Context: an optimization exercise on an open-source flow, tuned for small area, a short achievable clock period and few clock cycles per item. The choices shown serve that exercise and are no tape-out recipe. The RTL was checked by simulation tests, not by an equivalence proof against the original design.

File: flow/flow/run.sh
#!/bin/bash
set -euo pipefail
TARGET_NS=$(cat flow/target_ns)
MARGIN=$(python3 -c "print(round(${FLOW_PERIOD_NS} - ${TARGET_NS}, 3))")
echo "export SETUP_SLACK_MARGIN = ${MARGIN}" >> config.mk
echo "export BUFFER_PORTS_ARGS = -buffer_cell sky130_fd_sc_hd__buf_1" >> config.mk
bash standard.sh > standard_make.log 2>&1
File: flow/flow/target_ns
11.2
File: flow/standard.sh
#!/bin/bash
# synth_recipe.tcl (not shown) runs the flow's synth.tcl, then flattens the netlist and writes it again
# the make line also repeats each setting of config.mk as NAME=value (left out here)
make -C /OpenROAD-flow-scripts/flow DESIGN_CONFIG=/design/flow/config.mk WORK_HOME=/design/flow/orfs CLKGATE_MAP_FILE= SYNTH_SCRIPT=/design/flow/synth_recipe.tcl "${@:-finish}"
File: flow/config.mk
export PLATFORM = sky130hd
export DESIGN_NAME = EC_TOP
export DESIGN_NICKNAME = EC_TOP
export VERILOG_FILES = /design/flow/design.v
export SDC_FILE = /design/flow/constraint.sdc
export NUM_CORES = 4
export LEC_CHECK = 0
export ABC_AREA = 1
export CAP_MARGIN = 20
export CORE_MARGIN = 2
export CORE_UTILIZATION = 55
export CTS_BUF_LIST = sky130_fd_sc_hd__clkbuf_8
export SLEW_MARGIN = 20
export SETUP_SLACK_MARGIN = 32.8
export BUFFER_PORTS_ARGS = -buffer_cell sky130_fd_sc_hd__buf_1
File: flow/constraint.sdc
create_clock -name core_clock -period 44.0 [get_ports {clk}]
set_input_delay 8.8000 -clock core_clock [delete_from_list [all_inputs] [get_ports {clk}]]
set_output_delay 8.8000 -clock core_clock [all_outputs]
set_load 0.01 [all_outputs]
File: flow/design.v
module INV_IP (
    input  [5:0] p,
    input  [4:0] x,
    output [5:0] y
);
    wire n0;
    wire n1;
    wire n2;
    wire n3;
    wire n4;
    wire n5;
    wire n6;
    wire n7;
    wire n8;
    wire n9;
    wire n10;
    wire n11;
    wire n12;
    wire n13;
    wire n14;
    wire n15;
    wire n16;
    wire n17;
    wire n18;
    wire n19;
    wire n20;
    wire n21;
    wire n22;
    wire n23;
    wire n24;
    wire n25;
    wire n26;
    wire n27;
    wire n28;
    wire n29;
    wire n30;
    wire n31;
    wire n32;
    wire n33;
    wire n34;
    wire n35;
    wire n36;
    wire n37;
    wire n38;
    wire n39;
    wire n40;
    wire n41;
    wire n42;
    wire n43;
    wire n44;
    wire n45;
    wire n46;
    wire n47;
    wire n48;
    wire n49;
    wire n50;
    wire n51;
    wire n52;
    wire n53;
    wire n54;
    wire n55;
    wire n56;
    wire n57;
    wire n58;
    wire n59;
    wire n60;
    wire n61;
    wire n62;
    wire n63;
    wire n64;
    wire n65;
    wire n66;
    wire n67;
    wire n68;
    wire n69;
    wire n70;
    wire n71;
    wire n72;
    wire n73;
    wire n74;
    wire n75;
    wire n76;
    wire n77;
    wire n78;
    wire n79;
    wire n80;
    wire n81;
    wire n82;
    wire n83;
    wire n84;
    wire n85;
    wire n86;
    wire n87;
    wire n88;
    wire n89;
    wire n90;
    wire n91;
    wire n92;
    wire n93;
    wire n94;
    wire n95;
    wire n96;
    wire n97;
    wire n98;
    wire n99;
    wire n100;
    wire n101;
    wire n102;
    wire n103;
    wire n104;
    wire n105;
    wire n106;
    wire n107;
    wire n108;
    wire n109;
    wire n110;
    wire n111;
    wire n112;
    wire n113;
    wire n114;
    wire n115;
    wire n116;
    wire n117;
    wire n118;
    wire n119;
    wire n120;
    wire n121;
    wire n122;
    wire n123;
    wire n124;
    wire n125;
    wire n126;
    wire n127;
    wire n128;
    wire n129;
    wire n130;
    wire n131;
    wire n132;
    wire n133;
    wire n134;
    wire n135;
    wire n136;
    wire n137;
    wire n138;
    wire n139;
    wire n140;
    wire n141;
    wire n142;
    wire n143;
    wire n144;
    wire n145;
    wire n146;
    wire n147;
    wire n148;
    wire n149;
    wire n150;
    wire n151;
    wire n152;
    wire n153;
    wire n154;
    wire n155;
    wire n156;
    wire n157;
    wire n158;
    wire n159;
    wire n160;
    wire n161;
    wire n162;
    wire n163;
    wire n164;
    wire n165;
    wire n166;
    wire n167;
    wire n168;
    wire n169;
    wire n170;
    wire n171;
    wire n172;
    wire n173;
    wire n174;
    wire n175;
    wire n176;
    wire n177;
    wire n178;
    wire n179;
    wire n180;
    wire n181;
    wire n182;
    wire n183;
    wire n184;
    wire n185;
    wire n186;
    wire n187;
    wire n188;
    wire n189;
    wire n190;
    wire n191;
    wire n192;
    wire n193;
    wire n194;
    wire n195;
    wire n196;
    wire n197;
    wire n198;
    wire n199;
    wire n200;
    wire n201;
    wire n202;
    wire n203;
    wire n204;
    wire n205;
    wire n206;
    wire n207;
    wire n208;
    wire n209;
    wire n210;
    wire n211;
    wire n212;
    wire n213;
    wire n214;
    wire n215;
    wire n216;
    wire n217;
    wire n218;
    wire n219;
    wire n220;
    wire n221;
    wire n222;
    wire n223;
    wire n224;
    wire n225;
    wire n226;
    wire n227;
    wire n228;
    wire n229;
    wire n230;
    wire n231;
    wire n232;
    wire n233;
    wire n234;
    wire n235;
    wire n236;
    wire n237;
    wire n238;
    wire n239;
    wire n240;
    wire n241;
    wire n242;
    wire n243;
    wire n244;
    wire n245;
    wire n246;
    wire n247;
    wire n248;
    wire n249;
    wire n250;
    wire n251;
    wire n252;
    wire n253;
    wire n254;
    wire n255;
    wire n256;
    wire n257;
    wire n258;
    wire n259;
    wire n260;
    wire n261;
    wire n262;
    wire n263;
    wire n264;
    wire n265;
    wire n266;
    wire n267;
    wire n268;
    wire n269;
    wire n270;
    wire n271;
    wire n272;
    wire n273;
    wire n274;
    wire n275;
    wire n276;
    wire n277;
    wire n278;
    wire n279;
    wire n280;
    wire n281;
    wire n282;
    wire n283;
    wire n284;
    wire n285;
    wire n286;
    wire n287;
    wire n288;
    wire n289;
    wire n290;
    wire n291;
    wire n292;
    wire n293;
    wire n294;
    wire n295;
    wire n296;
    wire n297;
    wire n298;
    wire n299;
    wire n300;
    wire n301;
    wire n302;
    wire n303;
    wire n304;
    wire n305;
    wire n306;
    wire n307;
    wire n308;
    wire n309;
    wire n310;
    wire n311;
    wire n312;
    wire n313;
    wire n314;
    wire n315;
    wire n316;
    wire n317;
    wire n318;
    wire n319;
    wire n320;
    wire n321;
    wire n322;
    wire n323;
    wire n324;
    wire n325;
    wire n326;
    wire n327;
    wire n328;
    wire n329;
    wire n330;
    wire n331;
    wire n332;
    wire n333;
    wire n334;
    wire n335;
    wire n336;
    wire n337;
    wire n338;
    wire n339;
    wire n340;
    wire n341;
    wire n342;
    wire n343;
    wire n344;
    wire n345;
    wire n346;
    wire n347;
    wire n348;
    wire n349;
    wire n350;
    wire n351;
    wire n352;
    wire n353;
    wire n354;
    wire n355;
    wire n356;
    wire n357;
    wire n358;
    wire n359;
    wire n360;
    wire n361;
    wire n362;
    wire n363;
    wire n364;
    wire n365;
    wire n366;
    wire n367;
    wire n368;
    wire n369;
    wire n370;
    wire n371;
    wire n372;
    wire n373;
    wire n374;
    wire n375;
    wire n376;
    wire n377;
    wire n378;
    wire n379;
    wire n380;
    wire n381;
    wire n382;
    wire n383;
    wire n384;
    wire n385;
    wire n386;
    wire n387;
    wire n388;
    wire n389;
    wire n390;
    wire n391;
    wire n392;
    wire n393;
    wire n394;
    wire n395;
    wire n396;
    wire n397;
    wire n398;
    wire n399;
    wire n400;
    wire n401;
    wire n402;
    wire n403;
    wire n404;
    wire n405;
    wire n406;
    wire n407;
    wire n408;
    wire n409;
    wire n410;
    wire n411;
    wire n412;
    wire n413;
    wire n414;
    wire n415;
    wire n416;
    wire n417;
    wire n418;
    wire n419;
    wire n420;
    wire n421;
    wire n422;
    wire n423;
    wire n424;
    wire n425;
    wire n426;
    wire n427;
    wire n428;
    wire n429;
    wire n430;
    wire n431;
    wire n432;
    wire n433;
    wire n434;
    wire n435;
    wire n436;
    wire n437;
    wire n438;
    wire n439;
    wire n440;
    wire n441;
    wire n442;
    wire n443;
    wire n444;
    wire n445;
    wire n446;
    wire n447;
    wire n448;
    wire n449;
    wire n450;
    wire n451;
    wire n452;
    wire n453;
    wire n454;
    wire n455;
    wire n456;
    wire n457;
    wire n458;
    wire n459;
    wire n460;
    wire n461;
    wire n462;
    wire n463;
    wire n464;
    wire n465;
    wire n466;
    wire n467;
    wire n468;
    wire n469;
    wire n470;
    wire n471;
    wire n472;
    wire n473;
    wire n474;
    wire n475;
    wire n476;
    wire n477;
    wire n478;
    wire n479;
    wire n480;
    wire n481;
    wire n482;
    wire n483;
    wire n484;
    wire n485;
    wire n486;
    wire n487;
    wire n488;
    wire n489;
    wire n490;
    wire n491;
    wire n492;
    wire n493;
    wire n494;
    wire n495;
    wire n496;
    wire n497;
    wire n498;
    wire n499;
    wire n500;
    wire n501;
    wire n502;
    wire n503;
    assign n0 = (p[0] & p[1]);
    assign n1 = (~p[3] & n0);
    assign n2 = (~x[2] & ~x[3]);
    assign n3 = (~p[2] & ~n2);
    assign n4 = (~p[2] & x[1]);
    assign n5 = (~n3 & ~n4);
    assign n6 = (n1 & ~n5);
    assign n7 = (~x[0] & n6);
    assign n8 = (p[0] & p[2]);
    assign n9 = (p[3] & n8);
    assign n10 = (~x[0] & ~x[1]);
    assign n11 = (x[2] & n10);
    assign n12 = (n9 & n11);
    assign n13 = (x[0] & x[1]);
    assign n14 = (~x[0] & x[2]);
    assign n15 = (~n13 & ~n14);
    assign n16 = (~p[2] & n0);
    assign n17 = (~x[0] & x[1]);
    assign n18 = (~p[3] & ~n17);
    assign n19 = (n16 & n18);
    assign n20 = (n15 & n19);
    assign n21 = (~n12 & ~n20);
    assign n22 = (x[0] & x[2]);
    assign n23 = (n1 & n22);
    assign n24 = (n21 & n23);
    assign n25 = (~n7 & ~n24);
    assign n26 = (~x[1] & ~n25);
    assign n27 = (~p[1] & n9);
    assign n28 = (x[0] & ~x[2]);
    assign n29 = (~x[3] & n17);
    assign n30 = (x[2] & n29);
    assign n31 = (~n28 & ~n30);
    assign n32 = (x[0] & ~x[1]);
    assign n33 = (~x[2] & x[3]);
    assign n34 = (~n32 & ~n33);
    assign n35 = (n31 & n34);
    assign n36 = (n27 & ~n35);
    assign n37 = (~x[1] & ~x[3]);
    assign n38 = (~n14 & n37);
    assign n39 = (n9 & n38);
    assign n40 = (~n36 & ~n39);
    assign n41 = (p[4] & ~p[5]);
    assign n42 = (p[2] & n0);
    assign n43 = (n2 & n13);
    assign n44 = (n42 & n43);
    assign n45 = (n41 & ~n44);
    assign n46 = (p[0] & ~p[2]);
    assign n47 = (~p[1] & ~p[3]);
    assign n48 = (n46 & n47);
    assign n49 = (p[3] & n42);
    assign n50 = (~n48 & ~n49);
    assign n51 = (x[1] & x[2]);
    assign n52 = (x[0] & ~x[3]);
    assign n53 = (~n51 & ~n52);
    assign n54 = (x[2] & ~x[3]);
    assign n55 = (~x[1] & ~n54);
    assign n56 = (n53 & ~n55);
    assign n57 = (~n2 & ~n56);
    assign n58 = (~n9 & ~n57);
    assign n59 = (x[0] & x[3]);
    assign n60 = (~x[2] & n59);
    assign n61 = (n13 & n54);
    assign n62 = (~n60 & ~n61);
    assign n63 = (~n17 & ~n32);
    assign n64 = (x[2] & x[3]);
    assign n65 = (n63 & n64);
    assign n66 = (n62 & ~n65);
    assign n67 = (~n58 & n66);
    assign n68 = (~n50 & ~n67);
    assign n69 = (n45 & ~n68);
    assign n70 = (n40 & n69);
    assign n71 = (~n26 & n70);
    assign n72 = (~p[1] & n8);
    assign n73 = (~p[3] & n72);
    assign n74 = (~x[3] & x[4]);
    assign n75 = (~x[3] & ~x[4]);
    assign n76 = (x[2] & n75);
    assign n77 = (~x[2] & ~n75);
    assign n78 = (~n76 & ~n77);
    assign n79 = (~n74 & n78);
    assign n80 = (n17 & n79);
    assign n81 = (n13 & n74);
    assign n82 = (~x[4] & n17);
    assign n83 = (x[4] & n32);
    assign n84 = (n33 & ~n83);
    assign n85 = (~n82 & n84);
    assign n86 = (~n81 & ~n85);
    assign n87 = (~n80 & n86);
    assign n88 = (n73 & ~n87);
    assign n89 = (~x[2] & n17);
    assign n90 = (~x[3] & n89);
    assign n91 = (n27 & ~n90);
    assign n92 = (~x[4] & n32);
    assign n93 = (n33 & n92);
    assign n94 = (x[1] & ~x[4]);
    assign n95 = (n2 & n94);
    assign n96 = (~n11 & ~n82);
    assign n97 = (~n95 & n96);
    assign n98 = (~n93 & n97);
    assign n99 = (n91 & n98);
    assign n100 = (p[4] & p[5]);
    assign n101 = (p[3] & n16);
    assign n102 = (~n13 & n54);
    assign n103 = (~n43 & ~n102);
    assign n104 = (x[3] & ~n22);
    assign n105 = (~n10 & ~n104);
    assign n106 = (n103 & n105);
    assign n107 = (~x[1] & ~x[2]);
    assign n108 = (~n59 & ~n107);
    assign n109 = (~x[4] & ~n108);
    assign n110 = (x[1] & n75);
    assign n111 = (~n109 & ~n110);
    assign n112 = (~n106 & n111);
    assign n113 = (n101 & ~n112);
    assign n114 = (n100 & ~n113);
    assign n115 = (~n99 & n114);
    assign n116 = (~n88 & n115);
    assign n117 = (~x[3] & n83);
    assign n118 = (p[3] & ~n117);
    assign n119 = (x[2] & ~n74);
    assign n120 = (~n29 & n119);
    assign n121 = (n42 & ~n120);
    assign n122 = (~n90 & n121);
    assign n123 = (n118 & n122);
    assign n124 = (~p[4] & p[5]);
    assign n125 = (~n123 & n124);
    assign n126 = (~x[1] & n75);
    assign n127 = (~n22 & n126);
    assign n128 = (p[1] & ~n127);
    assign n129 = (x[4] & n89);
    assign n130 = (x[1] & n33);
    assign n131 = (p[3] & n46);
    assign n132 = (~x[1] & x[3]);
    assign n133 = (x[2] & n132);
    assign n134 = (n131 & ~n133);
    assign n135 = (~n130 & n134);
    assign n136 = (~n129 & n135);
    assign n137 = (n128 & n136);
    assign n138 = (~p[1] & n131);
    assign n139 = (n33 & n63);
    assign n140 = (~n102 & ~n139);
    assign n141 = (~n10 & ~n140);
    assign n142 = (n138 & ~n141);
    assign n143 = (n10 & ~n33);
    assign n144 = (n62 & ~n143);
    assign n145 = (~x[4] & n107);
    assign n146 = (~x[3] & n145);
    assign n147 = (n144 & ~n146);
    assign n148 = (n73 & ~n147);
    assign n149 = (~n142 & ~n148);
    assign n150 = (~n137 & n149);
    assign n151 = (n125 & n150);
    assign n152 = (~p[4] & ~p[5]);
    assign n153 = (p[3] & x[1]);
    assign n154 = (n16 & n153);
    assign n155 = (~n27 & ~n154);
    assign n156 = (p[2] & ~n13);
    assign n157 = (~n155 & ~n156);
    assign n158 = (n152 & ~n157);
    assign n159 = (n8 & n18);
    assign n160 = (n158 & ~n159);
    assign n161 = (~n151 & ~n160);
    assign n162 = (~n116 & n161);
    assign y[0] = (~n71 & n162);
    assign n163 = (p[3] & ~x[0]);
    assign n164 = (n13 & n49);
    assign n165 = (~n163 & ~n164);
    assign n166 = (n33 & ~n165);
    assign n167 = (~n138 & ~n166);
    assign n168 = (~n0 & n33);
    assign n169 = (x[2] & n13);
    assign n170 = (~n168 & ~n169);
    assign n171 = (~n90 & n170);
    assign n172 = (~n127 & n171);
    assign n173 = (~n167 & n172);
    assign n174 = (~x[0] & n74);
    assign n175 = (~x[2] & n174);
    assign n176 = (~x[2] & n13);
    assign n177 = (x[2] & n32);
    assign n178 = (~n64 & ~n177);
    assign n179 = (~n176 & n178);
    assign n180 = (n73 & n179);
    assign n181 = (~n175 & n180);
    assign n182 = (n124 & ~n181);
    assign n183 = (~x[4] & n176);
    assign n184 = (x[3] & n22);
    assign n185 = (~n54 & ~n74);
    assign n186 = (~x[1] & ~n185);
    assign n187 = (~n184 & ~n186);
    assign n188 = (~n183 & n187);
    assign n189 = (n49 & ~n188);
    assign n190 = (n54 & n83);
    assign n191 = (x[2] & ~n75);
    assign n192 = (n10 & ~n191);
    assign n193 = (n28 & n75);
    assign n194 = (~n169 & ~n193);
    assign n195 = (~n192 & n194);
    assign n196 = (~n190 & n195);
    assign n197 = (n101 & ~n196);
    assign n198 = (~n189 & ~n197);
    assign n199 = (n182 & n198);
    assign n200 = (~n173 & n199);
    assign n201 = (x[4] & ~n155);
    assign n202 = (n27 & n37);
    assign n203 = (x[3] & ~n92);
    assign n204 = (n101 & ~n203);
    assign n205 = (~n202 & ~n204);
    assign n206 = (~n201 & n205);
    assign n207 = (~x[2] & ~n17);
    assign n208 = (~n206 & n207);
    assign n209 = (x[2] & n72);
    assign n210 = (x[4] & n17);
    assign n211 = (~x[4] & n10);
    assign n212 = (~n52 & ~n211);
    assign n213 = (~n210 & n212);
    assign n214 = (p[3] & ~n213);
    assign n215 = (n13 & n75);
    assign n216 = (~n214 & ~n215);
    assign n217 = (n209 & ~n216);
    assign n218 = (n37 & n101);
    assign n219 = (~n73 & ~n218);
    assign n220 = (~x[0] & n33);
    assign n221 = (n53 & ~n220);
    assign n222 = (~n145 & ~n221);
    assign n223 = (~n219 & ~n222);
    assign n224 = (n100 & ~n223);
    assign n225 = (~n217 & n224);
    assign n226 = (~n208 & n225);
    assign n227 = (~n153 & ~n163);
    assign n228 = (~n18 & n227);
    assign n229 = (n72 & ~n228);
    assign n230 = (~n16 & ~n229);
    assign n231 = (n163 & ~n209);
    assign n232 = (~n230 & ~n231);
    assign n233 = (n101 & n107);
    assign n234 = (n152 & ~n233);
    assign n235 = (~n232 & n234);
    assign n236 = (~x[3] & n22);
    assign n237 = (~x[0] & n64);
    assign n238 = (~n236 & ~n237);
    assign n239 = (n91 & n238);
    assign n240 = (x[1] & n54);
    assign n241 = (~n60 & ~n240);
    assign n242 = (n9 & ~n241);
    assign n243 = (~n6 & ~n242);
    assign n244 = (~n239 & n243);
    assign n245 = (~n13 & ~n244);
    assign n246 = (p[2] & n139);
    assign n247 = (~n51 & ~n246);
    assign n248 = (n1 & ~n247);
    assign n249 = (~n15 & n48);
    assign n250 = (n41 & ~n249);
    assign n251 = (~n248 & n250);
    assign n252 = (~n245 & n251);
    assign n253 = (~n235 & ~n252);
    assign n254 = (~n226 & n253);
    assign y[1] = (~n200 & n254);
    assign n255 = (~n22 & n153);
    assign n256 = (n103 & ~n255);
    assign n257 = (~x[4] & ~n29);
    assign n258 = (~n256 & ~n257);
    assign n259 = (n118 & ~n133);
    assign n260 = (~x[1] & x[2]);
    assign n261 = (~n74 & ~n176);
    assign n262 = (~n260 & ~n261);
    assign n263 = (x[4] & n130);
    assign n264 = (~n83 & ~n236);
    assign n265 = (~n263 & n264);
    assign n266 = (~n191 & n265);
    assign n267 = (~n262 & n266);
    assign n268 = (~p[3] & ~n267);
    assign n269 = (~n259 & ~n268);
    assign n270 = (~n258 & ~n269);
    assign n271 = (n72 & ~n270);
    assign n272 = (~n31 & ~n83);
    assign n273 = (n32 & n64);
    assign n274 = (~n146 & ~n273);
    assign n275 = (~x[4] & n240);
    assign n276 = (n84 & ~n145);
    assign n277 = (~n275 & ~n276);
    assign n278 = (n274 & n277);
    assign n279 = (~n272 & n278);
    assign n280 = (n101 & ~n279);
    assign n281 = (n100 & ~n280);
    assign n282 = (~n271 & n281);
    assign n283 = (~n83 & ~n132);
    assign n284 = (~n108 & ~n283);
    assign n285 = (n73 & ~n284);
    assign n286 = (x[3] & n32);
    assign n287 = (x[2] & n74);
    assign n288 = (~n286 & ~n287);
    assign n289 = (~n2 & ~n13);
    assign n290 = (n288 & n289);
    assign n291 = (n96 & ~n290);
    assign n292 = (n49 & ~n291);
    assign n293 = (~n285 & ~n292);
    assign n294 = (~n240 & ~n293);
    assign n295 = (~n138 & ~n164);
    assign n296 = (~n54 & ~n130);
    assign n297 = (n4 & ~n296);
    assign n298 = (n5 & n74);
    assign n299 = (~n174 & ~n220);
    assign n300 = (~n273 & n299);
    assign n301 = (~n298 & n300);
    assign n302 = (~n297 & n301);
    assign n303 = (~n295 & ~n302);
    assign n304 = (~n14 & ~n215);
    assign n305 = (n288 & n304);
    assign n306 = (n101 & ~n305);
    assign n307 = (n124 & ~n306);
    assign n308 = (~n303 & n307);
    assign n309 = (~n294 & n308);
    assign n310 = (x[1] & n1);
    assign n311 = (n72 & ~n107);
    assign n312 = (~n310 & ~n311);
    assign n313 = (~n232 & ~n312);
    assign n314 = (n158 & ~n313);
    assign n315 = (~n64 & ~n132);
    assign n316 = (p[1] & ~n315);
    assign n317 = (n104 & n144);
    assign n318 = (~n316 & ~n317);
    assign n319 = (n9 & ~n318);
    assign n320 = (~n10 & n33);
    assign n321 = (~n11 & n156);
    assign n322 = (~n3 & ~n321);
    assign n323 = (~n320 & ~n322);
    assign n324 = (n1 & ~n323);
    assign n325 = (n27 & n56);
    assign n326 = (n48 & ~n51);
    assign n327 = (~n207 & n326);
    assign n328 = (n45 & ~n327);
    assign n329 = (~n325 & n328);
    assign n330 = (~n324 & n329);
    assign n331 = (~n319 & n330);
    assign n332 = (~n314 & ~n331);
    assign n333 = (~n309 & n332);
    assign y[2] = (~n282 & n333);
    assign n334 = (n128 & ~n190);
    assign n335 = (~x[0] & ~n79);
    assign n336 = (~p[4] & ~n43);
    assign n337 = (~n335 & n336);
    assign n338 = (~n334 & ~n337);
    assign n339 = (p[4] & x[4]);
    assign n340 = (n13 & n339);
    assign n341 = (n131 & ~n340);
    assign n342 = (~n338 & n341);
    assign n343 = (n33 & ~n63);
    assign n344 = (~x[4] & n343);
    assign n345 = (~n51 & ~n344);
    assign n346 = (n342 & n345);
    assign n347 = (~n65 & ~n126);
    assign n348 = (~p[3] & ~n347);
    assign n349 = (~n59 & ~n74);
    assign n350 = (n228 & ~n349);
    assign n351 = (~n74 & ~n82);
    assign n352 = (p[3] & x[2]);
    assign n353 = (~n351 & n352);
    assign n354 = (~n145 & ~n193);
    assign n355 = (~n343 & n354);
    assign n356 = (~n353 & n355);
    assign n357 = (~n350 & n356);
    assign n358 = (~n348 & n357);
    assign n359 = (n72 & ~n358);
    assign n360 = (n100 & ~n359);
    assign n361 = (~n346 & n360);
    assign n362 = (n79 & ~n176);
    assign n363 = (~n83 & ~n362);
    assign n364 = (p[1] & ~n363);
    assign n365 = (~n184 & ~n286);
    assign n366 = (~n364 & n365);
    assign n367 = (n342 & n366);
    assign n368 = (~n29 & ~n174);
    assign n369 = (n140 & n368);
    assign n370 = (n73 & ~n369);
    assign n371 = (n49 & ~n183);
    assign n372 = (~n89 & n104);
    assign n373 = (~n190 & ~n372);
    assign n374 = (n371 & n373);
    assign n375 = (n124 & ~n374);
    assign n376 = (~n370 & n375);
    assign n377 = (~n367 & n376);
    assign n378 = (~n48 & n296);
    assign n379 = (n10 & n33);
    assign n380 = (~n176 & ~n379);
    assign n381 = (~n50 & n380);
    assign n382 = (~n378 & n381);
    assign n383 = (x[1] & n2);
    assign n384 = (~n60 & ~n383);
    assign n385 = (~n49 & ~n384);
    assign n386 = (n42 & n385);
    assign n387 = (n27 & ~n289);
    assign n388 = (n9 & n184);
    assign n389 = (n41 & ~n388);
    assign n390 = (~n387 & n389);
    assign n391 = (n21 & n390);
    assign n392 = (~n386 & n391);
    assign n393 = (~n382 & n392);
    assign n394 = (~n89 & n321);
    assign n395 = (n27 & n394);
    assign n396 = (n10 & n101);
    assign n397 = (n234 & ~n396);
    assign n398 = (~n395 & n397);
    assign n399 = (~n393 & ~n398);
    assign n400 = (~n377 & n399);
    assign y[3] = (~n361 & n400);
    assign n401 = (n40 & ~n42);
    assign n402 = (~n61 & ~n132);
    assign n403 = (~n11 & n402);
    assign n404 = (n49 & n107);
    assign n405 = (~n385 & ~n404);
    assign n406 = (n403 & n405);
    assign n407 = (~n401 & n406);
    assign n408 = (~x[0] & ~n54);
    assign n409 = (n27 & n408);
    assign n410 = (~n394 & n409);
    assign n411 = (n48 & n379);
    assign n412 = (~p[5] & ~n411);
    assign n413 = (~n410 & n412);
    assign n414 = (~n24 & n413);
    assign n415 = (~n407 & n414);
    assign n416 = (~x[1] & ~n74);
    assign n417 = (x[1] & n74);
    assign n418 = (~n416 & ~n417);
    assign n419 = (n22 & ~n418);
    assign n420 = (~n132 & ~n417);
    assign n421 = (n14 & ~n420);
    assign n422 = (~n368 & ~n421);
    assign n423 = (~n419 & ~n422);
    assign n424 = (p[5] & n49);
    assign n425 = (~n423 & n424);
    assign n426 = (~x[0] & n76);
    assign n427 = (n17 & n33);
    assign n428 = (~n273 & ~n427);
    assign n429 = (~n175 & n428);
    assign n430 = (~n426 & n429);
    assign n431 = (n101 & ~n430);
    assign n432 = (~n33 & ~n55);
    assign n433 = (n138 & n432);
    assign n434 = (n212 & n433);
    assign n435 = (~n108 & n416);
    assign n436 = (n384 & ~n435);
    assign n437 = (n73 & ~n436);
    assign n438 = (n154 & ~n185);
    assign n439 = (~p[4] & ~n438);
    assign n440 = (~n437 & n439);
    assign n441 = (~n434 & n440);
    assign n442 = (~n431 & n441);
    assign n443 = (~n425 & n442);
    assign n444 = (~n11 & ~n240);
    assign n445 = (x[4] & ~n444);
    assign n446 = (~n215 & ~n445);
    assign n447 = (p[3] & ~n446);
    assign n448 = (~x[4] & ~n163);
    assign n449 = (x[4] & n163);
    assign n450 = (n320 & ~n449);
    assign n451 = (~n448 & n450);
    assign n452 = (n76 & ~n153);
    assign n453 = (~p[3] & n59);
    assign n454 = (n22 & ~n83);
    assign n455 = (~n453 & ~n454);
    assign n456 = (~n452 & n455);
    assign n457 = (~n451 & n456);
    assign n458 = (~n447 & n457);
    assign n459 = (n13 & ~n74);
    assign n460 = (~p[3] & n459);
    assign n461 = (n72 & ~n460);
    assign n462 = (~n458 & n461);
    assign n463 = (n63 & n418);
    assign n464 = (~n95 & n101);
    assign n465 = (n265 & n464);
    assign n466 = (~n463 & n465);
    assign n467 = (n100 & ~n466);
    assign n468 = (~n462 & n467);
    assign n469 = (~n443 & ~n468);
    assign y[4] = (~n415 & n469);
    assign n470 = (n408 & n418);
    assign n471 = (~n64 & n289);
    assign n472 = (~n264 & n471);
    assign n473 = (p[3] & ~n472);
    assign n474 = (~n470 & n473);
    assign n475 = (~p[3] & ~n273);
    assign n476 = (~n262 & n475);
    assign n477 = (~n474 & ~n476);
    assign n478 = (~n190 & ~n477);
    assign n479 = (n72 & ~n478);
    assign n480 = (x[4] & ~n403);
    assign n481 = (~x[4] & n220);
    assign n482 = (n101 & ~n481);
    assign n483 = (n274 & n482);
    assign n484 = (~n480 & n483);
    assign n485 = (p[4] & ~n484);
    assign n486 = (~n479 & n485);
    assign n487 = (~n88 & ~n101);
    assign n488 = (~n117 & ~n237);
    assign n489 = (~n487 & ~n488);
    assign n490 = (x[1] & ~n77);
    assign n491 = (n49 & ~n490);
    assign n492 = (~n180 & ~n491);
    assign n493 = (x[0] & ~n416);
    assign n494 = (~n492 & n493);
    assign n495 = (n63 & ~n459);
    assign n496 = (n138 & n495);
    assign n497 = (~n78 & n496);
    assign n498 = (n49 & n421);
    assign n499 = (~p[4] & ~n498);
    assign n500 = (~n497 & n499);
    assign n501 = (~n494 & n500);
    assign n502 = (~n489 & n501);
    assign n503 = (p[5] & ~n502);
    assign y[5] = (~n486 & n503);
endmodule
module EC_TOP(
    clk, rst_n, in_valid,
    in_Px, in_Py, in_Qx, in_Qy, in_prime, in_a,
    out_valid, out_Rx, out_Ry
);
    input clk, rst_n, in_valid;
    input [6-1:0] in_Px, in_Py, in_Qx, in_Qy, in_prime, in_a;
    output reg out_valid;
    output reg [6-1:0] out_Rx, out_Ry;
    reg c1, c2, c3, c4;
    always @(posedge clk or negedge rst_n) begin
        if (!rst_n) begin
            c1 <= 1'b0; c2 <= 1'b0; c3 <= 1'b0; c4 <= 1'b0; out_valid <= 1'b0;
        end else begin
            c1 <= in_valid;
            c2 <= c1;
            c3 <= c2;
            c4 <= c3;
            out_valid <= c4;
        end
    end
    wire      in_dbl = (in_Px == in_Qx);
    reg [5:0] p, px, qx, npy;
    always @(posedge clk) begin
        if (in_valid) begin
            p   <= in_prime;
            px  <= in_Px;
            qx  <= in_Qx;
            npy <= in_prime - in_Py;
        end
    end
    reg [5:0] cq;                
    reg       dbl, cadd;         
    always @(posedge clk) begin
        cq   <= !in_valid ? 6'd0 : in_dbl ? in_a : in_Qy;
        dbl  <= in_dbl;
        cadd <= in_valid & !in_dbl;
    end
    wire [7:0] d    = dbl ? ({2'b0, p} - {1'b0, npy, 1'b0}) : ({2'b0, qx} - {2'b0, px});
    wire       dneg = d[7];
    wire [5:0] dabs = dneg ? (6'd0 - d[5:0]) : d[5:0];
    wire [6:0] dcmp = {1'b0, p} - {dabs, 1'b0};         
    wire       fold = dcmp[6];
    wire [5:0] xh   = fold ? (p - dabs) : dabs;
    wire [5:0] jh;
    INV_IP u_inv (.p(p), .x(xh[4:0]), .y(jh));
    wire [5:0] jv   = (dneg ^ fold) ? (p - jh) : jh;
    reg  [7:0] ra;               
    reg  [5:0] rb;               
    wire [7:0] k3a = {1'b0, p, 1'b0};
    wire [7:0] k3b = {2'b11, ~px};
    wire [7:0] k3c = {2'b11, ~qx};
    wire [7:0] k3s;
    EC_RCA #(8) u_k3 (.a(k3a ^ k3b ^ k3c), .b({((k3a & k3b) | (k3a & k3c) | (k3b & k3c)), 1'b0}),
                      .ci(1'b1), .s(k3s));
    wire [6:0] k3  = k3s[6:0] + 7'd1;
    wire [7:0] k4  = {2'b0, npy} + (yq[6] ? ra : 8'd0);    
    wire [7:0] mk  = c3 ? {1'b0, k3} : c4 ? k4 : 8'd0;
    wire [7:0] ya  = {2'b0, px};
    wire [7:0] yb  = {2'b0, p};
    wire [5:0] rx  = {rb[5:1], ~(rb[0] ^ px[0])};        
    wire [7:0] yc  = {2'b11, ~rx};
    wire [7:0] yq;
    EC_RCA #(8) u_yq (.a(ya ^ yb ^ yc), .b({((ya & yb) | (ya & yc) | (yb & yc)), 1'b0}),
                      .ci(1'b1), .s(yq));
    wire [5:0] my  = {c4 ? yq[5:1] : rb[5:1], rb[0]};
    wire [8:0] sa [0:6];
    wire [8:0] sb [0:6];
    assign sa[0] = {3'b0, cq};
    assign sb[0] = {3'b0, cadd ? npy : 6'd0};
    genvar i;
    generate
        for (i = 0; i < 6; i = i + 1) begin : it
            wire [8:0] v3 = my[i] ? {1'b0, ra} : 9'd0;
            wire       m  = sa[i][0] ^ sb[i][0] ^ v3[0];
            wire [8:0] v4 = m ? {3'b0, p} : 9'd0;
            wire [8:0] s1 = sa[i] ^ sb[i] ^ v3;
            wire [8:0] k1 = (sa[i] & sb[i]) | (sa[i] & v3) | (sb[i] & v3);
            wire [8:0] c1s = {k1[7:0], 1'b0};
            wire [8:0] s2 = s1 ^ c1s ^ v4;
            wire [8:0] k2 = (s1 & c1s) | (s1 & v4) | (c1s & v4);
            assign sa[i+1] = {1'b0, s2[8:1]};
            assign sb[i+1] = k2;
        end
    endgenerate
    wire [8:0] ua  = sa[6];
    wire [8:0] ub  = sb[6];
    wire [8:0] uk  = {1'b0, mk};
    wire [8:0] np1, np3;                                    
    EC_RCA #(9) u_np1 (.a(~{3'b0, p}), .b(9'd0), .ci(1'b1), .s(np1));
    EC_RCA #(9) u_np3 (.a(np1), .b({np1[7:0], 1'b0}), .ci(1'b0), .s(np3));
    wire [8:0] np2 = {np1[7:0], 1'b0};
    wire [8:0] a1  = ua ^ ub ^ uk;
    wire [8:0] b1  = {((ua[7:0] & ub[7:0]) | (ua[7:0] & uk[7:0]) | (ub[7:0] & uk[7:0])), 1'b0};
    wire [8:0] r0  = a1 + b1;
    wire [8:0] r1  = (a1 ^ b1 ^ np1) + {((a1[7:0] & b1[7:0]) | (a1[7:0] & np1[7:0]) | (b1[7:0] & np1[7:0])), 1'b0};
    wire [8:0] r2  = (a1 ^ b1 ^ np2) + {((a1[7:0] & b1[7:0]) | (a1[7:0] & np2[7:0]) | (b1[7:0] & np2[7:0])), 1'b0};
    wire [8:0] r3  = (a1 ^ b1 ^ np3) + {((a1[7:0] & b1[7:0]) | (a1[7:0] & np3[7:0]) | (b1[7:0] & np3[7:0])), 1'b0};
    wire [5:0] res = !r3[8] ? r3[5:0] : !r2[8] ? r2[5:0] : !r1[8] ? r1[5:0] : r0[5:0];
    wire [6:0] e1 = {1'b0, ra[5:0]};
    wire [7:0] g1 = {e1, 1'b0} - {2'b0, p};
    wire [5:0] f1 = g1[7] ? {e1[4:0], 1'b0} : g1[5:0];
    wire [7:0] g2 = {1'b0, f1, 1'b0} - {2'b0, p};
    wire [5:0] f2 = g2[7] ? {f1[4:0], 1'b0} : g2[5:0];
    wire [7:0] g3 = {1'b0, f2, 1'b0} - {2'b0, p};
    wire [5:0] f3 = g3[7] ? {f2[4:0], 1'b0} : g3[5:0];
    wire [7:0] ra_o = in_valid ? ({2'b0, in_Px} + {1'b0, in_Px, 1'b0}) : {2'b0, f3};
    wire [5:0] rb_o = in_valid ? (in_dbl ? in_Px : 6'd0) : jv;
    always @(posedge clk) begin
        ra <= (c1 | c2) ? {2'b0, res} : ra_o;
        rb[5:1] <= (c2 | c3) ? res[5:1] : rb_o[5:1];
        rb[0]   <= c2 ? res[0] : c3 ? ~(px[0] ^ res[0]) : rb_o[0];
        out_Ry <= res;
        out_Rx <= rx;
    end
endmodule
module EC_RCA #(parameter W = 8) (
    input  [W-1:0] a,
    input  [W-1:0] b,
    input          ci,
    output [W-1:0] s
);
    wire [W:0] c;
    assign c[0] = ci;
    genvar k;
    generate
        for (k = 0; k < W; k = k + 1) begin : bit_
            assign s[k]   = a[k] ^ b[k] ^ c[k];
            assign c[k+1] = (a[k] & b[k]) | (a[k] & c[k]) | (b[k] & c[k]);
        end
    endgenerate
endmodule
==> results.ini, run 1 <==
[outcome]
status = no timing/DRC/antenna violations

[sta]
slew_viol_final = 0
setup_tns_ps = 0
setup-violations-final = 0
period_share = 0.250
max_clock_freq_mhz = 90.9
hold_ws_ps = 386
fin_worst_skew_ps = 15.1
finalHoldViolCount = 0
slew_headroom = 0.374
timing.final.crit_period_ps = 11000
worstMarginPinSlew_ps = 936
grt_setup_unrepaired = true

[layout]
antennaDiodeCount = 0
drive_gt1_frac = 0.109
area_growth_syn_to_layout_pct = 8.41
nets = 2048

[clock_tree]
clockBufferDepth = 2
cts.hold.buffers_added = 0
clkTransAtPathRegs_ps = 80
clkLatencyLatePin_ps = 380
cts_made_buffers = 9
cts_tree = yes
ctsHtreeMaxLevel = 3
cts_sinks = 63
clockRootBuffer = clkbuf_8

[synth]
ys.flop_type = dfxtp_1
synth-simple-area-share = 0.265
yosysMostFrequentCell = nand2_1
synth-edff-count = 24
synth_commonest_cells = 409 x nand2_1, 298 x inv_1, 141 x nor2_1, 133 x fa_1, 121 x ha_1
synth_cell_type_count = 55
synth_nets = 1983
yosysTopAreaCellShare = 0.218
synth_compound_area_frac = 0.106
synth_warnings = 3
synth_top_family_by_area = adder cells
ys_ff_latch = 63
yosysSeqAreaShare = 0.125
synth_area_um2 = 12200
synthTopCellsByArea = fa_1 22%, nand2_1 13%, ha_1 12%
synth_fa_ha_area_frac = 0.342
synthArstFlopShare = 0.0794
syn_inst = 1690
muxShareOfSynthArea = 0
synthXorXnorAreaFrac = 0.0466
syn-mean-instance-area_um2 = 7.22
synth_area_leader_cell = fa_1

[routing]
vias = 11489
drc_errors = 0
detail_route.vias_per_cell = 5.63
avgRoutedWirePerCell_um = 19.5
ant_nets = 0
first_iter_violations = 869
first_pass_iters = 5
routed_wl_um = 39900

[critical_path]
endpoint_kind = flop
r2r_slack_ps = 33000
r2r_start = p[1]
r2r-end = rb[0]
cp-start-kind = flop
arrival_ps = 11280
required_ps = 44270
path_buf_inv = 13
cpMaxStageDelayCell = fa_2
critPathLaunch = p[1]
crit_top_cell = fa_1
crit_family = adder cells
rr_worst_depth = 50
cp_max_fo = 4
slowest_delay_ps = 590
worstSetupPathType = reg2reg

[placed_design]
portBuffers = 51
routabilityCongestion = 1.01
dpl.hpwl_um = 31700

[floorplan]
core_um2 = 21800
dieArea_um2 = 23400
die_x_um = 153
initial_core_util = 0.559
die_y_um = 153
num_io_pins = 52
placementRows = 54

[global_route]
grt_pass1_vias = 11458
grt_usage = 0.343
grt_start_max_net_pins = 47
antenna_found_initial = 0
grt-ovfl-total = 0
grt_pass1_wl_um = 62200

[worst_hold_path]
min_from = c1
holdPathStages = 0
hold_path_class = reg2reg
worstHoldEndpoint = c2

[job]
cap_violations = 0

[metrics by stage]
stage,setup WS (ps),instance area [µm²],std cells,utilization
final,33000,13200,2040,0.606
after global routing,32580,13200,2040,0.606
after CTS,32800,12900,2022,0.592
after detailed placement,32140,12600,1999,0.578
after global placement,32340,12600,1999,0.578
after floorplan,32840,12200,1690,-
[cells by family (layout without fill, tap and decap cells)]
kind of cell / count (synthesis) / after routing
AO/OA/AOI/OAI: 233 / 233
XOR/XNOR: 64 / 64
adder cells (fa/ha/maj): 254 / 254
buffers and inverters: 350 / 420
flip-flops: 63 / 63
AND/OR/NAND/NOR: 726 / 726
[flip-flops by register name (all words and copies together), names as in the netlist]
signal,cells
c3,1
px,6
out_valid,1
out_Ry,6
p,6
c4,1
cq,6
c2,1
cadd,1
ra,8
out_Rx,6
c1,1
dbl,1
rb,6
npy,6
qx,6
[timing repair]
action,4_1_cts,5_1_grt
cloned,0,0
endpoints found under the setup margin,18,18
setup buffers,7,18
gates resized for setup,28,60
pin swaps,4,41
[final cells by class]
type | instances | area, µm²
multi-input combinational | 1277 | 9460
fill | 2084 | 8600
sequential | 63 | 1540
inverter | 319 | 1220
timing repair buffer | 85 | 463
tap | 280 | 350
clock buffer | 9 | 124
clock inverter | 7 | 76.3
[cells in the final DEF (no fill, tap or decap), drive strengths merged, types with 2 or more instances in the layout]
master / Yosys / layout
a211oi: 3 / 3
a21o: 2 / 2
a21oi: 77 / 77
a31oi: 12 / 12
buf: 17 / 84
clkbuf: 14 / 10
clkinv: 4 / 6
dfrtp: 5 / 5
dfxtp: 34 / 34
edfxtp: 24 / 24
fa: 133 / 133
ha: 121 / 121
inv: 315 / 318
nand2: 435 / 435
nand3: 110 / 110
nand3b: 3 / 3
nand4: 8 / 8
nor2: 151 / 151
nor3: 9 / 9
o211ai: 9 / 9
o21a: 6 / 6
o21ai: 107 / 107
o21bai: 5 / 5
o22ai: 5 / 5
o31ai: 2 / 2
o32ai: 2 / 2
or2: 6 / 6
xnor2: 24 / 24
xor2: 40 / 40
[worst max-delay path by stage]
| stage | end | slack (ps) | cells past startpoint |
|---|---|---|---|
| 2_1_floorplan | rb[0] | 32840 | 50 |
| 3_5_place_dp | rb[0] | 32140 | 53 |
| 4_1_cts | rb[0] | 32800 | 49 |
| 5_1_grt | rb[0] | 32580 | 48 |
| 3_3_place_gp | rb[0] | 32340 | 51 |
| 6_report | rb[0] | 33000 | 50 |
[metal layers]
metal,share of wire,global-route usage,routed length (µm),vias to the layer above
met5,0,0,0,-
met4,0.055,0.167,2210,0
met3,0.071,0.0502,2830,132
met2,0.48,0.590,19100,470
met1,0.39,0.424,15700,5444
li1,-,-,-,5443
[worst register-to-register path, delay by kind of cell, from the launching register on]
| family | cells | cell delay [ps] |
|---|---|---|
| AND/OR/NAND/NOR | 14 | 1030 |
| adder cells (fa/ha/maj) | 15 | 7340 |
| buffers and inverters | 13 | 940 |
| XOR/XNOR | 1 | 250 |
| flip-flops | 1 | 400 |
| AO/OA/AOI/OAI | 7 | 920 |
Testbench counts, summed over its fixed seeds: cycles 95,992, items 16,000.
==> run 2: changes to the inputs <==
==> flow/flow/target_ns (replaced) <==
11.0
--- a/flow/config.mk
+++ b/flow/config.mk
@@ -11,5 +11,5 @@
 export CORE_UTILIZATION = 55
 export CTS_BUF_LIST = sky130_fd_sc_hd__clkbuf_8
 export SLEW_MARGIN = 20
-export SETUP_SLACK_MARGIN = 32.8
+export SETUP_SLACK_MARGIN = 33.0
 export BUFFER_PORTS_ARGS = -buffer_cell sky130_fd_sc_hd__buf_1
==> run 2 against run 1 <==
- final cell count up 0.49%
- non-clock buffer count grew 10
- routed wire length grew 1.0%
- clock skew up 2.0 ps
- critical endpoint unchanged
- highest routed layer unchanged
==> results.ini, run 2 <==
[global_route]
grt_usage = 0.346  ; was 0.343
grt_pass1_vias = 11495  ; was 11458
grt_start_max_net_pins = 47  ; unchanged
grt_pass1_wl_um = 62800  ; was 62200 µm
antenna_found_initial = 0  ; unchanged
grt-ovfl-total = 0  ; unchanged

[synth]
syn-mean-instance-area_um2 = 7.22  ; unchanged
ys.flop_type = dfxtp_1  ; unchanged
synth_area_leader_cell = fa_1  ; unchanged
ys_ff_latch = 63  ; unchanged
synth_nets = 1983  ; unchanged
yosysTopAreaCellShare = 0.218  ; unchanged
synth-edff-count = 24  ; unchanged
synth_area_um2 = 12200  ; unchanged
synth_cell_type_count = 55  ; unchanged
synth_warnings = 3  ; unchanged
syn_inst = 1690  ; unchanged
synthArstFlopShare = 0.0794  ; unchanged
synth_commonest_cells = 409 x nand2_1, 298 x inv_1, 141 x nor2_1, 133 x fa_1, 121 x ha_1  ; unchanged
yosysSeqAreaShare = 0.125  ; unchanged
synthTopCellsByArea = fa_1 22%, nand2_1 13%, ha_1 12%  ; unchanged
yosysMostFrequentCell = nand2_1  ; unchanged

[critical_path]
required_ps = 44270  ; about the same
cpMaxStageDelayCell = fa_2  ; unchanged
worstSetupPathType = reg2reg  ; unchanged
cp-start-kind = flop  ; unchanged
endpoint_kind = flop  ; unchanged
arrival_ps = 11320  ; was 11280 ps
endpoint = rb[0]  ; unchanged
r2r_slack_ps = 32950  ; was 33000 ps
r2r-end = rb[0]  ; unchanged
slowest_delay_ps = 570  ; was 590 ps
cp_max_fo = 3  ; was 4
crit_top_cell = fa_1  ; unchanged
critPathLaunch = p[1]  ; unchanged
r2r_start = p[1]  ; unchanged
rr_worst_depth = 49  ; was 50

[routing]
avgRoutedWirePerCell_um = 19.6  ; was 19.5 µm
detail_route.vias_per_cell = 5.63  ; about the same
first_iter_violations = 944  ; was 869
drc_errors = 0  ; unchanged
ant_nets = 0  ; unchanged
first_pass_iters = 5  ; unchanged
routed_wl_um = 40300  ; was 39900 µm
vias = 11543  ; was 11489

[job]
cap_violations = 0  ; unchanged

[clock_tree]
clkLatencyLatePin_ps = 370  ; was 380 ps
cts.hold.buffers_added = 0  ; unchanged
clkTransAtPathRegs_ps = 90  ; was 80 ps
cts_tree = yes  ; unchanged
cts_made_buffers = 9  ; unchanged
clockBufferDepth = 2  ; unchanged
cts_sinks = 63  ; unchanged
ctsHtreeMaxLevel = 3  ; unchanged
clockRootBuffer = clkbuf_8  ; unchanged

[layout]
largest_reg_flops = 8  ; unchanged
antennaDiodeCount = 0  ; unchanged
multi_input_area_um2 = 9610  ; was 9460 µm²
final_cell_area_um2 = 13500  ; was 13200 µm²
nets = 2058  ; was 2048
nFillCells = 2040  ; was 2084
regArea_um2 = 1530  ; was 1540 µm²
layout_common_cells = 391 x nand2_1, 272 x inv_1, 134 x nor2_1  ; was 398 x nand2_1, 277 x inv_1, 136 x nor2_1
largest_register = ra  ; unchanged
final_common_cell = nand2_1  ; unchanged
drive_gt1_frac = 0.128  ; was 0.109
area_growth_syn_to_layout_pct = 10.8  ; was 8.41%

[sta]
slew_viol_final = 0  ; unchanged
period_share = 0.251  ; was 0.250
setup_tns_ps = 0  ; unchanged
finalHoldViolCount = 0  ; unchanged
slew_headroom = 0.436  ; was 0.374
setup-violations-final = 0  ; unchanged
grt_setup_unrepaired = true  ; unchanged
timing.final.crit_period_ps = 11050  ; was 11000 ps
fin_worst_skew_ps = 17.1  ; was 15.1 ps
max_clock_freq_mhz = 90.5  ; was 90.9 MHz
worstMarginPinSlew_ps = 838  ; was 936 ps

[floorplan]
num_io_pins = 52  ; unchanged
dieArea_um2 = 23400  ; unchanged
placementRows = 54  ; unchanged
core_um2 = 21800  ; unchanged
initial_core_util = 0.559  ; unchanged
die_x_um = 153  ; unchanged
die_y_um = 153  ; unchanged

[placed_design]
dpl_cell_area_um2 = 12600  ; about the same
dpl.hpwl_um = 31300  ; was 31700 µm
routabilityCongestion = 1.01  ; about the same
portBuffers = 51  ; unchanged

[outcome]
status = no timing/DRC/antenna violations  ; unchanged

[worst_hold_path]
min_from = c1  ; unchanged
hold_path_class = reg2reg  ; unchanged

-- run 2: layout make-up --
| type | count | share of cell area |
|---|---|---|
| Multi-Input combinational cell | 1277 | 0.711 |
| Timing Repair Buffer | 95 | 0.0433 |
| Clock inverter | 7 | 0.00583 |
| Tap cell | 280 | 0.0259 |
| Clock buffer | 9 | 0.00916 |
| Sequential cell | 63 | 0.113 |
| Inverter | 319 | 0.0910 |
-- run 2: through the flow --
stage | instances | hold WS [ps] | util | setup slack [ps]
2_1_floorplan | 1690 | 355 | - | 33030
3_5_place_dp | 1999 | 379 | 0.579 | 32260
5_1_grt | 2050 | 421 | 0.619 | 32600
6_report | 2050 | 400 | 0.619 | 32950
3_3_place_gp | 1999 | 363 | 0.579 | 32490
4_1_cts | 2036 | 398 | 0.602 | 32910
-- run 2: critical path, delay by kind of cell, from the launching register on --
kind            cells  cell delay [ps]
fa+ha+maj          15             7440
simple gates       15             1170
compound gates      7              960
buf+inv            11              770
flops               1              420
xor+xnor            1              200
-- run 2: cell families after synthesis --
family / after synthesis / synth area share
AO/OA/AOI/OAI: 233 / 0.106
adder cells (fa/ha/maj): 254 / 0.342
buffers and inverters: 350 / 0.115
flip-flops: 63 / 0.125
XOR/XNOR: 64 / 0.0466
AND/OR/NAND/NOR: 726 / 0.265
-- run 2: layer usage --
metal | track usage | share of wire | vias up
li1 | - | - | 5458
met4 | 0.157 | 0.055 | 0
met1 | 0.438 | 0.39 | 5447
met2 | 0.589 | 0.48 | 498
met3 | 0.0485 | 0.072 | 140
met5 | 0 | 0 | -
-- run 2: how the worst min path moves through the flow --
stage          depth (start not counted)  endpoint
3_3_place_gp                           0        c2
5_1_grt                                0        c2
6_report                               0        c2
3_5_place_dp                           0        c2
4_1_cts                                0        c2
2_1_floorplan                          0        c2
-- run 2: what timing repair did --
item,4_1_cts,5_1_grt
gates resized for setup,52,83
setup endpoints to repair,18,18
buffers inserted,21,14
pin swaps,29,49
==> run 3: changes to the inputs <==
==> flow/flow/target_ns (replaced) <==
11.4
--- a/flow/config.mk
+++ b/flow/config.mk
@@ -11,5 +11,5 @@
 export CORE_UTILIZATION = 55
 export CTS_BUF_LIST = sky130_fd_sc_hd__clkbuf_8
 export SLEW_MARGIN = 20
-export SETUP_SLACK_MARGIN = 33.0
+export SETUP_SLACK_MARGIN = 32.6
 export BUFFER_PORTS_ARGS = -buffer_cell sky130_fd_sc_hd__buf_1
==> run 3 against run 2 <==
- die area stayed put
- count of clock-buffer cells in the layout stayed put
- worst hold slack worse by 10 ps
- core utilization is 1.7 points lower
- critical path depth is 1 lower
- final cell count is 0.88% lower
- first-iteration DRC count is 2.8% lower
- synthesized area stayed put
==> results.ini, run 3 <==
[routing]
vias = 11640  ; was 11543
drc_errors = 0  ; unchanged
first_pass_iters = 5  ; unchanged
detail_route.vias_per_cell = 5.73  ; was 5.63
routed_wl_um = 40600  ; was 40300 µm
avgRoutedWirePerCell_um = 20.0  ; was 19.6 µm
first_iter_violations = 918  ; was 944
ant_nets = 0  ; unchanged

[synth]
yosysMostFrequentCell = nand2_1  ; unchanged
synth_cell_type_count = 55  ; unchanged
synth_commonest_cells = 409 x nand2_1, 298 x inv_1, 141 x nor2_1, 133 x fa_1, 121 x ha_1  ; unchanged
synth_area_um2 = 12200  ; unchanged
ys_ff_latch = 63  ; unchanged
synth_area_leader_cell = fa_1  ; unchanged
yosysSeqAreaShare = 0.125  ; unchanged
syn-mean-instance-area_um2 = 7.22  ; unchanged
synth_nets = 1983  ; unchanged
syn_inst = 1690  ; unchanged
synth_warnings = 3  ; unchanged
ys.flop_type = dfxtp_1  ; unchanged
synthArstFlopShare = 0.0794  ; unchanged
synthTopCellsByArea = fa_1 22%, nand2_1 13%, ha_1 12%  ; unchanged
synth-edff-count = 24  ; unchanged
yosysTopAreaCellShare = 0.218  ; unchanged

[placed_design]
routabilityCongestion = 0.990  ; was 1.01
dpl.hpwl_um = 32300  ; was 31300 µm
portBuffers = 51  ; unchanged
place_ws_ps = 32050  ; was 32260 ps

[layout]
final_common_cell = nand2_1  ; unchanged
area_growth_syn_to_layout_pct = 7.74  ; was 10.8%
drive_gt1_frac = 0.100  ; was 0.128
nets = 2040  ; was 2058
largest_register = ra  ; unchanged
largest_reg_flops = 8  ; unchanged
nFillCells = 2104  ; was 2040
layout_common_cells = 402 x nand2_1, 277 x inv_1, 136 x nor2_1  ; was 391 x nand2_1, 272 x inv_1, 134 x nor2_1
antennaDiodeCount = 0  ; unchanged
regArea_um2 = 1540  ; was 1530 µm²
multi_input_area_um2 = 9440  ; was 9610 µm²
final_core_util = 0.602  ; was 0.619

[clock_tree]
clockRootBuffer = clkbuf_8  ; unchanged
clkLatencyLatePin_ps = 380  ; was 370 ps
cts_sinks = 63  ; unchanged
cts.hold.buffers_added = 0  ; unchanged
cts_made_buffers = 9  ; unchanged
clkTransAtPathRegs_ps = 80  ; was 90 ps
ctsHtreeMaxLevel = 3  ; unchanged
clockBufferDepth = 2  ; unchanged
cts_tree = yes  ; unchanged

[critical_path]
slowest_delay_ps = 570  ; about the same
cpMaxStageDelayCell = fa_1  ; was fa_2
r2r_slack_ps = 32880  ; was 32950 ps
crit_top_cell = fa_1  ; unchanged
cp-start-kind = flop  ; unchanged
cp_max_fo = 7  ; was 3
required_ps = 44310  ; was 44270 ps
worstSetupPathType = reg2reg  ; unchanged
endpoint_kind = flop  ; unchanged
rr_worst_depth = 48  ; was 49
arrival_ps = 11430  ; was 11320 ps

[global_route]
antenna_found_initial = 0  ; unchanged
grt-ovfl-total = 0  ; unchanged
grt_usage = 0.346  ; about the same
grt_start_max_net_pins = 47  ; unchanged
grt_pass1_wl_um = 62600  ; was 62800 µm
grt_pass1_vias = 11435  ; was 11495

[floorplan]
num_io_pins = 52  ; unchanged
die_x_um = 153  ; unchanged
initial_core_util = 0.559  ; unchanged
placementRows = 54  ; unchanged
dieArea_um2 = 23400  ; unchanged
die_y_um = 153  ; unchanged
core_um2 = 21800  ; unchanged

[sta]
worstMarginPinSlew_ps = 880  ; was 838 ps
period_share = 0.253  ; was 0.251
slew_viol_final = 0  ; unchanged
max_clock_freq_mhz = 89.9  ; was 90.5 MHz
setup-violations-final = 0  ; unchanged
grt_setup_unrepaired = true  ; unchanged
finalHoldViolCount = 0  ; unchanged
fin_worst_skew_ps = 17.4  ; was 17.1 ps
timing.final.crit_period_ps = 11120  ; was 11050 ps
slew_headroom = 0.411  ; was 0.436
setup_tns_ps = 0  ; unchanged
setup_ws_ps = 32880  ; was 32950 ps

[outcome]
status = no timing/DRC/antenna violations  ; unchanged

[worst_hold_path]
hold_path_class = reg2reg  ; unchanged
holdPathStages = 0  ; unchanged

[job]
cap_violations = 0  ; unchanged

-- run 3: changes by cell type in the layout (fill, tap and decap cells not counted), moves of 5 or more --
cell / before / now
inv_2: 40 / 32
nand2_1: 391 / 402
buf_6: 10 / 2
fa_1: 123 / 128
inv_1: 272 / 277
nand2_2: 28 / 20
buf_4: 32 / 24
fa_2: 10 / 5
-- run 3: timing repair --
action	in CTS	in global routing
pin swaps	2	36
endpoints found under the setup margin	18	18
buffers inserted	4	13
gates resized for setup	13	68
gates cloned	0	0
-- run 3: worst paths after layout --
kind	from	to
hold reg to reg	c1	c2
max in group asynchronous	rst_n	c1
hold / removal	c1	c2
setup reg to reg	p[1]	ra[2]
min in group asynchronous	rst_n	c3
setup / recovery	p[1]	ra[2]
-- run 3: cell families (layout without fill, tap and decap cells) --
family | after synthesis | after routing | synth area share
xor+xnor | 64 | 64 | 0.0466
fa+ha+maj | 254 | 254 | 0.342
simple gates | 726 | 726 | 0.265
compound gates | 233 | 233 | 0.106
buf+inv | 350 | 412 | 0.115
flops | 63 | 63 | 0.125
-- run 3: layout make-up --
cell class	count	area share
Multi-Input combinational cell	1277	0.718
Tap cell	280	0.0266
Clock buffer	9	0.00942
Sequential cell	63	0.117
Inverter	319	0.0931
Clock inverter	7	0.00600
Timing Repair Buffer	77	0.0301
-- run 3: worst max-delay path, delay by kind of cell, from the launching register on --
| kind | cells | cell delay (ps) |
|---|---|---|
| xor gates and xnor gates | 1 | 170 |
| AOI/OAI and AO/OA | 6 | 880 |
| buffers and inverters | 14 | 1210 |
| and+or+nand+nor | 12 | 790 |
| DFF | 1 | 440 |
| adders and majority gates | 15 | 7550 |
-- run 3: through the flow --
step | hold slack [ps] | instances | instance area, µm²
6_report | 389 | 2032 | 13100
4_1_cts | 387 | 2019 | 12900
5_1_grt | 408 | 2032 | 13100
2_1_floorplan | 355 | 1690 | 12200
3_3_place_gp | 363 | 1999 | 12600
3_5_place_dp | 370 | 1999 | 12600
-- run 3: per-layer routing --
metal / track usage / part of all wire
met1: 0.421 / 0.39
met4: 0.184 / 0.056
met3: 0.0431 / 0.068
met2: 0.601 / 0.49
met5: 0 / 0

-- separate check: timing with driven ports --
In the flow no input, the clock included, has a driving cell. The finished layouts below were timed again as built, in two steps. Step 1 (the two cells are an assumption about what drives the block):
set clk [get_ports {clk}]
set_driving_cell -lib_cell sky130_fd_sc_hd__clkbuf_16 $clk
set_driving_cell -lib_cell sky130_fd_sc_hd__buf_2 [delete_from_list [all_inputs] $clk]
Step 2, shift: input delay + t, output delay - t, t = (earliest + latest rising clock arrival at the registers) / 2. This alone moves slack from input paths to output paths. Three values: ideal ports, drivers, drivers and shift; two values: the first two.
| run | t (ns) | slack for setup (ns) | slew at the worst register clock pin (ns) | pins driven straight from the clock port |
|---|---|---|---|---|
| run 1 | 0.411 | 32.998 / 32.998 / 32.998 | 0.09 / 0.09 | 1 |
| run 2 | 0.397 | 32.947 / 32.947 / 32.947 | 0.09 / 0.09 | 1 |
| run 3 | 0.404 | 32.879 / 32.879 / 32.879 | 0.10 / 0.10 | 1 |
After both steps setup and hold are still met in every run listed.
